This design comes from an exercise in tuning for small area on the open sky130 flow, not from production work.
Only simulation tests tie the RTL to the original design; equivalence was not proved.
No activity file was given, so power comes from the tool's default toggle rates.

==> flow/design.v (outline; a module is shown in full before it is edited, if it fits) <==
// module fc_lane: 124 lines
// module fc_lane_x: 123 lines
// module fc_sum: 61 lines
// module conv_dp: 252 lines
// module pp8: 15 lines
// module fa: 3 lines
// module ha: 3 lines
// module xnor_cell: 3 lines
// module or_cell: 3 lines
// module npu: 207 lines
module npu (
    input  logic        clk,
    input  logic        rst_ni,
    input  logic        ena,
    input  logic        wea,
    input  logic [15:0] addra,
    input  logic [31:0] dina,
    output logic [31:0] douta
);
  // ...
==> flow/flow/run.sh <==
#!/bin/bash
# The standard ORFS layout (standard.sh), with different buffering:
#  - each port gets a sky130_fd_sc_hd__buf_1 buffer instead of buffer_ports' default cell;
#  - the constant-1 inputs of the adder cells share one tie cell per module (no tie fanout repair).
# repair_design, CTS and repair_timing run as in the standard flow.
set -euo pipefail
cp config.mk flow_config.mk
cat >> flow_config.mk <<'CFG'
export BUFFER_PORTS_ARGS = -buffer_cell sky130_fd_sc_hd__buf_1
export REMOVE_ABC_BUFFERS = 1
export SKIP_REPAIR_TIE_FANOUT = 1
CFG
sed "s#DESIGN_CONFIG=[^ ]*#DESIGN_CONFIG=$PWD/flow_config.mk#" standard.sh > flow_standard.sh
bash flow_standard.sh > flow_standard.log 2>&1
==> flow/standard.sh <==
#!/bin/bash
# synth_recipe.tcl (not shown) runs the flow's synth.tcl, then flattens the netlist and writes it again
# the make line also repeats each setting of config.mk as NAME=value (left out here)
make -C /OpenROAD-flow-scripts/flow DESIGN_CONFIG=/design/flow/config.mk WORK_HOME=/design/flow/orfs CLKGATE_MAP_FILE= SYNTH_SCRIPT=/design/flow/synth_recipe.tcl "${@:-finish}"
==> flow/config.mk <==
export PLATFORM = sky130hd
export DESIGN_NAME = npu
export DESIGN_NICKNAME = npu
export VERILOG_FILES = /design/flow/design.v
export SDC_FILE = /design/flow/constraint.sdc
export NUM_CORES = 4
export LEC_CHECK = 0
export CAP_MARGIN = 20
export CORE_MARGIN = 2
export CORE_UTILIZATION = 60
export CTS_BUF_LIST = sky130_fd_sc_hd__clkbuf_8
export CTS_CLUSTER_DIAMETER = 80
export CTS_CLUSTER_SIZE = 16
export GPL_TIMING_DRIVEN = 0
export PLACE_DENSITY = 0.75
export SLEW_MARGIN = 20
export SYNTH_HIERARCHICAL = 1
==> flow/constraint.sdc <==
create_clock -name core_clock -period 12.0 [get_ports {clk}]
set_input_delay 2.4000 -clock core_clock [delete_from_list [all_inputs] [get_ports {clk}]]
set_output_delay 2.4000 -clock core_clock [all_outputs]
set_load 0.01 [all_outputs]
==> metrics.csv, run 1 <==
stage,metric,value,unit
synth,synth_area_leaders,"fa_1 (30%), edfxtp_1 (20%), dfxtp_1 (15%)",
timing,hold_violations,0,
worst_hold_path,whs_endpoint,conv_w[33],
layout,seq_cells,379,
power,p_sw_frac,0.2446,
power,power.clock.fraction,0.330,
layout,seq_share,0.3374,
drt,firstDrtPassIters,5,
cts,cts.repair.resized,0,
synth,yosys_warnings,17,
setup_path,startpoint,take,
power,switchingPower,0.5373,mW
synth,synth_xor_area_frac,0.01269,
layout,final_cells,2856,
grt,grt.met2_usage,0.4791,
power,p_leak,11.09,nW
flow_run,cap_violations,0,
drt,vias,17590,
synth,async_reset_ff_frac,0,
synth,synthCells,2292,
worst_hold_path,hold_class,reg -> reg,
timing,finalSetupViolations,0,
floorplanning,io_pins,84,
layout,final_common_cell,nor2_1,
synth,yosys.area_share.simple,0.1310,
grt,grtUsageTotal,0.3006,
outcome,outcome,"complete, no violations",
drt,drt_wl_total,67.40,mm
setup_path,critical_path_arrival,12060,ps
==> run 2, diff against run 1 <==
--- a/flow/config.mk
+++ b/flow/config.mk
@@ -11,4 +11,4 @@
 export CTS_BUF_LIST = sky130_fd_sc_hd__clkbuf_8
-export CTS_CLUSTER_DIAMETER = 80
-export CTS_CLUSTER_SIZE = 16
+export CTS_CLUSTER_DIAMETER = 60
+export CTS_CLUSTER_SIZE = 20
 export GPL_TIMING_DRIVEN = 0
==> metrics.csv, run 2 <==
stage,metric,value,unit,change
setup_path,max_stage_delay,690,ps,about the same
synth,synthAdderAreaFrac,0.3295,,unchanged
synth,yosys.area_share.simple,0.1310,,unchanged
timing,period_share,0.9632,,was 0.9577
cts,cts.path.max_buffers,3,,unchanged
power,p_total,2.360,mW,was 2.197 mW
grt,grt_max_degree,65,,unchanged
layout,synthToLayoutAreaGrowth,4.237,%,was 3.416%
synth,synth.top_cells.by_count,"nor2_1 (409), fa_1 (405), dfxtp_1 (203)",,unchanged
synth,synth_top_cell_area_share,0.3024,,unchanged
worst_hold_path,hold_class,reg -> reg,,unchanged
flow_run,cap_violations,0,,unchanged
synth,synth.most_common_cell,nor2_1,,unchanged
layout,post-route-util,0.6334,,was 0.6284
layout,layout.nets,2759,,"was 2,754"
synth,yosys.area.top_type,fa_1,,unchanged
drt,wl_met1,26.42,mm,was 26.39 mm
timing,fmax,0.08652,GHz,was 0.08701 GHz
synth,ys_ff_latch,379,,unchanged
timing,setup_tns,0,ps,unchanged
setup_path,crit_slowest_cell,dfxtp_2,,unchanged
drt,ant_nets,0,,unchanged
timing,tightest_slew,1080,ps,was 1098 ps
outcome,outcome,"complete, no violations",,unchanged
setup_path,start_kind,flip-flop,,unchanged
cts,clk_latency,650,ps,was 670 ps
floorplanning,io_pins,84,,unchanged
layout,final_cells,2863,,"was 2,856"
placed_design,dpl_cell_area,0.02711,sq mm,unchanged
timing,finalWorstSetupSlack,441.9,ps,was 507.3 ps
timing,finClkSkew,71.70,ps,was 27.97 ps
layout,final_area,0.02795,sq mm,was 0.02773 sq mm
setup_path,critical_path_arrival,12050,ps,"was 12,060 ps"
placed_design,post-place-ws,104.3,ps,unchanged
power,powerDensity,84.45,mW/mm^2,was 79.23 mW/mm^2
floorplanning,start_util,0.6076,,unchanged
setup_path,worst-path-buf-inv,2,,unchanged
floorplanning,die_h,215.4,um,unchanged
floorplanning,rows,77,,unchanged
setup_path,critical_path.endpoint_type,flip-flop,,unchanged
timing,finalMaxSlewViolations,0,,unchanged
grt,grt_pass1_wl,106.8,mm,was 106.5 mm
drt,vias,17600,,was 17.59k
grt,antenna_found_initial,1,,was 3
floorplanning,die_area,0.04639,sq mm,unchanged
drt,drtIter0Drc,1628,,"was 1,599"
floorplanning,fp.coreArea,0.04412,sq mm,unchanged
timing,hold_violations,0,,unchanged
timing,maxSlewHeadroom,0.2592,,was 0.2471
synth,synth_area,0.02681,sq mm,unchanged
cts,tritoncts,built,,unchanged
layout,final_layout_size_suffix_gt1_frac,0.09031,,was 0.08179
cts,cts_setup_buffers,0,,unchanged
floorplanning,die_w,215.4,um,unchanged
drt,route.detailed.drc,0,,unchanged
drt,wl_met3,6.068,mm,was 5.905 mm
cts,cts.hold.buffers_added,0,,unchanged
synth,synth-compound-area-share,0.07845,,unchanged
cts,cts_max_level,2,,was 1
timing,finalSetupViolations,0,,unchanged
placed_design,numPortBuffers,70,,unchanged
drt,drt_wl_total,67.69,mm,was 67.40 mm
synth,synth_top_family_by_area,adder cells,,unchanged
synth,synth_area_leaders,"fa_1 (30%), edfxtp_1 (20%), dfxtp_1 (15%)",,unchanged
setup_path,cpMostUsedCell,fa_1,,unchanged
drt,firstDrtPassIters,8,,was 5
placed_design,gp_congestion,0.9838,,unchanged
synth,yosys_warnings,17,,unchanged
drt,met2_length,31.76,mm,was 31.44 mm
grt,grt.overflow.total,0,,unchanged
timing,fin_crit,11560,ps,"was 11,490 ps"
synth,syn_avg_cell_area,11.70,sq um,unchanged
setup_path,cp_data_required_time,12490,ps,"was 12,570 ps"
timing,rsz0062_at_grt,false,,unchanged
synth,synth.distinct_cells,67,,unchanged
synth,synth.area.mux_share,0.05488,,unchanged
grt,grtUsageTotal,0.3033,,was 0.3006
synth,synth_xor_area_frac,0.01269,,unchanged
cts,cts_sinks,379,,unchanged
setup_path,crit_family,adder cells,,unchanged
layout,final_common_cell,nor2_1,,unchanged
placed_design,hpwl,53.20,mm,unchanged
synth,async_reset_ff_frac,0,,unchanged
timing,whs,445.3,ps,was 448.3 ps
synth,synthCells,2292,,unchanged
synth,synth_enable_flop_cells,176,,unchanged
layout,top_regs,"acc: 72 flops, conv_w: 72 flops, img: 72 flops",,unchanged
synth,synthFlopType,dfxtp_1,,unchanged
synth,ys_seq_area_frac,0.3487,,unchanged
cts,cts.clk_slew.worst_paths,110,ps,about the same
drt,dr.max_layer_used,met4,,was met5
setup_path,critPathKind,reg -> reg,,unchanged
grt,grt_pass1_vias,18570,,was 18.55k
layout,final_cell_mix,"nor2_1 (408), fa_1 (405), dfxtp_1 (199), edfxtp_1 (176), nand2_1 (132)",,unchanged
power,p_leak,11.15,nW,was 11.09 nW
drt,via_per_inst,6.146,,was 6.158
setup_path,cp_max_fo,21,,unchanged
placed_design,place_inst,2798,,unchanged
cts,cts_buffers,35,,was 30
cts,cts-root-buf,clkbuf_8,,unchanged
drt,wl_per_cell,23.64,um,was 23.60 um
power,peakVddDrop,0.09028,mV,was 0.07407 mV
## run 2: worst paths after layout
kind	slack, ps	end	cells past startpoint	from
min	450	conv_w[39]	0	conv_w[31]
max	440	conv_x[19]	29	take
max reg2reg	440	conv_x[19]	29	take
min reg2reg	450	conv_w[39]	0	conv_w[31]
## run 2: repair_timing
item                                   4_1_cts  5_1_grt
endpoints found under the hold margin        0        0
setup endpoints to repair                    0        3
gates resized for setup                      0        7
## run 2: power by group
group          total, mW  switching (mW)  internal [mW]
sequential          1.38          0.0186           1.36
combinational     0.0912          0.0605         0.0307
clock              0.887           0.533          0.355
total               2.36           0.612           1.75
## run 2: logic make-up after synthesis
group                      Yosys count
AOI/OAI and AO/OA                  305
xor gates and xnor gates            38
buffers and inverters              200
and+or+nand+nor                    768
adders and majority gates          463
DFF                                379
muxes                              139
## run 2: per-module statistics from Yosys, one instance, submodules excluded
| module | cells | times used | cell area [sq um] |
|---|---|---|---|
| xnor_cell | 1 | 30 | 8.758 |
| conv_dp | 56 | 1 | 495.5 |
| npu | 1230 | 1 | 14460 |
| fc_lane | 28 | 2 | 211.5 |
| fc_sum | 33 | 1 | 225.2 |
| fc_lane_x | 2 | 1 | 16.27 |
| ha | 1 | 58 | 12.51 |
| or_cell | 1 | 27 | 6.256 |
| pp8 | 79 | 5 | 385.4 |
| fa | 1 | 405 | 20.02 |
## run 2: area by class of cell
| type | instances | area [sq um] |
|---|---|---|
| antenna | 1 | 2.502 |
| clock buffer | 38 | 523.0 |
| clock inverter | 25 | 282.8 |
| fill | 3401 | 16180 |
| inverter | 26 | 98.84 |
| multi-input combinational | 1713 | 16370 |
| sequential | 379 | 9356 |
| tap | 592 | 740.7 |
| timing repair buffer | 89 | 576.8 |
## run 2: layer usage
metal,vias up,track usage
li1,7623,-
met1,8956,0.3931
met2,830,0.4844
met3,186,0.07752
met4,0,0.1391
met5,-,0

[static timing again, ports no longer ideal]
The flow's constraints put no driver on any port. The routed layouts listed below were extracted and timed again, unchanged, in two steps.
Step 1, drivers: a clkbuf_16 drives clk and a buf_2 each remaining input, both assumed.
Step 2 adds t to the input delays and takes it off the output delays; t is the mean of the earliest and latest rising clock arrival at the registers after step 1. Input paths then give back, and output paths get back, about the clock's delay inside the block.
Slacks: no drivers / after step 1 / after step 2; pairs: no drivers / after step 1.
run | shift t [ns] | slack for setup (ns) | worst setup path at the end | latest minus earliest clock arrival (ns) | slew at the worst register clock pin (ns)
run 1 | 0.712 | 0.507 / 0.507 / 0.507 | register to register | 0.028 / 0.028 | 0.11 / 0.11
run 2 | 0.664 | 0.442 / 0.442 / 0.442 | register to register | 0.073 / 0.073 | 0.12 / 0.12
After both steps setup and hold are still met in every run listed.
